This is an optimization exercise on Yosys and OpenROAD, whose aim is small area, a short achievable clock period and few clock cycles per item, not a production implementation.
Function was checked by simulation only, so behaviour that the tests miss may differ from the original.
Power is estimated from default activity; no workload was simulated.

==> flow/design.v (excerpt) <==
module matrix_pipeline_mac_top (
    input wire clk,
    input wire rst,
    input wire start,
    input wire [7:0] a11, a12, a13,
    input wire [7:0] a21, a22, a23,
    input wire [7:0] a31, a32, a33,
    input wire [7:0] b11, b12, b13,
    input wire [7:0] b21, b22, b23,
    input wire [7:0] b31, b32, b33,
    output wire [15:0] c11, c12, c13,
    output wire [15:0] c21, c22, c23,
    output wire [15:0] c31, c32, c33,
    output reg done
);
    wire t11_p1_0_0 = ~(a11[0] & b11[0]);
    wire t11_p1_0_1 = ~(a11[0] & b11[1]);
    wire t11_p1_0_2 = ~(a11[0] & b11[2]);
    wire t11_p1_0_3 = ~(a11[0] & b11[3]);
    wire t11_p1_0_4 = ~(a11[0] & b11[4]);
    wire t11_p1_0_5 = ~(a11[0] & b11[5]);
    wire t11_p1_0_6 = ~(a11[0] & b11[6]);
    wire t11_p1_0_7 = ~(a11[0] & b11[7]);
    wire t11_p1_1_0 = ~(a11[1] & b11[0]);
    wire t11_p1_1_1 = ~(a11[1] & b11[1]);
    wire t11_p1_1_2 = ~(a11[1] & b11[2]);
    wire t11_p1_1_3 = ~(a11[1] & b11[3]);
    wire t11_p1_1_4 = ~(a11[1] & b11[4]);
    wire t11_p1_1_5 = ~(a11[1] & b11[5]);
    wire t11_p1_1_6 = ~(a11[1] & b11[6]);
  ...
export LEC_CHECK = 0
export CAP_MARGIN = 20
export CORE_MARGIN = 2
export CORE_UTILIZATION = 55
export CTS_BUF_LIST = sky130_fd_sc_hd__clkbuf_8
export SETUP_SLACK_MARGIN = 1.7
export SLEW_MARGIN = 20
export SYNTH_HIERARCHICAL = 1
export SYNTH_MINIMUM_KEEP_SIZE = 0
create_clock -name core_clock -period 6.0 [get_ports {clk}]
standard.sh (not shown) runs the stock make flow with config.mk's settings and CLKGATE_MAP_FILE= SYNTH_SCRIPT=/design/flow/synth_recipe.tcl, a recipe that flattens the netlist after the stock synthesis.
==> flow/flow/run.sh <==
#!/bin/bash
# The standard layout, with sky130_fd_sc_hd__buf_8 as the input port buffers
# and sky130_fd_sc_hd__buf_1 as the output port buffers (ORFS otherwise buffers
# every port with the slow clkdlybuf4s50_1 delay cell).  The output buffers
# are added right after global placement (flow/post_gpl.tcl), since the
# timing-driven global placement removes buffers before it buffers the ports.
set -o pipefail
bash standard.sh BUFFER_PORTS_ARGS="-inputs -buffer_cell sky130_fd_sc_hd__buf_8" \
    POST_GLOBAL_PLACE_TCL="$PWD/flow/post_gpl.tcl" finish 2>&1 | tee standard_make.log
==> flow/flow/post_gpl.tcl <==
# Buffer the output ports after global placement, with a small buffer: the
# output paths have slack to spare.
buffer_ports -outputs -buffer_cell sky130_fd_sc_hd__buf_1
Testbench counts at the start, summed over its fixed seeds: cycles 960, items 960.
Change:
--- a/flow/flow/run.sh
+++ b/flow/flow/run.sh
@@ -1,5 +1,5 @@
 #!/bin/bash
 # The standard layout, with sky130_fd_sc_hd__buf_8 as the input port buffers
-# and sky130_fd_sc_hd__buf_1 as the output port buffers (ORFS otherwise buffers
+# and sky130_fd_sc_hd__buf_2 as the output port buffers (ORFS otherwise buffers
 # every port with the slow clkdlybuf4s50_1 delay cell).  The output buffers
 # are added right after global placement (flow/post_gpl.tcl), since the
==> flow/flow/post_gpl.tcl (replaced) <==
# Buffer the output ports after global placement, with a small buffer: the
# output paths have slack to spare.
buffer_ports -outputs -buffer_cell sky130_fd_sc_hd__buf_2
Settings changed: SETUP_SLACK_MARGIN 1.7 to unset.
Result: The changed run finished clean; power is lower by a few percent; setup slack loses 0.072 ns; sequential cell count is unchanged; global-route usage is lower by 0.99 points; sequential share of layout area increases by 0.26 points; utilization drops by 1.2 points; synthesized area is unchanged; synthesized cell count is unchanged; design area is lower by a few percent; clock power increases by a few percent.
Change:
Settings changed: CORE_UTILIZATION 55 to 65, CTS_BUF_LIST sky130_fd_sc_hd__clkbuf_8 to sky130_fd_sc_hd__clkbuf_4.
The new run finished with timing, DRC and antenna clean.
Clock-buffer cell count is higher by 46.
Non-clock buffer count stays the same.
Via count is higher by 2.5%.
Cell count is lower by 1.6%.
Sequential share of layout area hardly moves.
Worst setup slack got worse by 0.046 ns.
Cell area is lower by 0.42%.
Change:
--- a/flow/flow/run.sh
+++ b/flow/flow/run.sh
@@ -1,5 +1,5 @@
 #!/bin/bash
 # The standard layout, with sky130_fd_sc_hd__buf_8 as the input port buffers
-# and sky130_fd_sc_hd__buf_2 as the output port buffers (ORFS otherwise buffers
+# and sky130_fd_sc_hd__buf_1 as the output port buffers (ORFS otherwise buffers
 # every port with the slow clkdlybuf4s50_1 delay cell).  The output buffers
 # are added right after global placement (flow/post_gpl.tcl), since the
==> flow/flow/post_gpl.tcl (replaced) <==
# Buffer the output ports after global placement, with a small buffer: the
# output paths have slack to spare.
buffer_ports -outputs -buffer_cell sky130_fd_sc_hd__buf_1
Settings changed: CORE_UTILIZATION 65 to 55, CTS_BUF_LIST sky130_fd_sc_hd__clkbuf_4 to sky130_fd_sc_hd__clkbuf_8.
Fmax goes up by 0.78%. Core utilization goes down by 11 points. Setup slack is better by 0.034 ns. Critical path depth goes up by 2.

==> static timing again, ports no longer ideal <==
The flow's constraints put no driver on any port. The routed layouts listed below were extracted and timed again, unchanged, in two steps.
Step 1 sets driving cells, clkbuf_16 on the clock port and buf_2 on the other inputs (assumed; they add their load-dependent delay and slew).
Step 2 times the ports against the registers' clock, not the clock port: input delays grow and output delays shrink by t, the midpoint of the rising clock arrivals with the driver on.
a / b / c = no drivers / after step 1 / after step 2; a / b = the first two.
run | t, ns | setup WS [ns] | worst setup path after step 2 | pins driven straight from the clock port
the first run | 0.738 | 1.699 / 1.720 / 0.982 | input to register | 1
the second run | 0.775 | 1.627 / 1.615 / 0.869 | input to register | 1
the third run | 0.923 | 1.581 / 1.513 / 0.868 | input to register | 1
the fourth run | 0.764 | 1.615 / 1.630 / 0.866 | input to register | 1
After both steps every run listed still meets setup and hold. The setup slack of the second run, which loses most, moves by -0.012 ns with the drivers and by -0.758 ns with both steps.
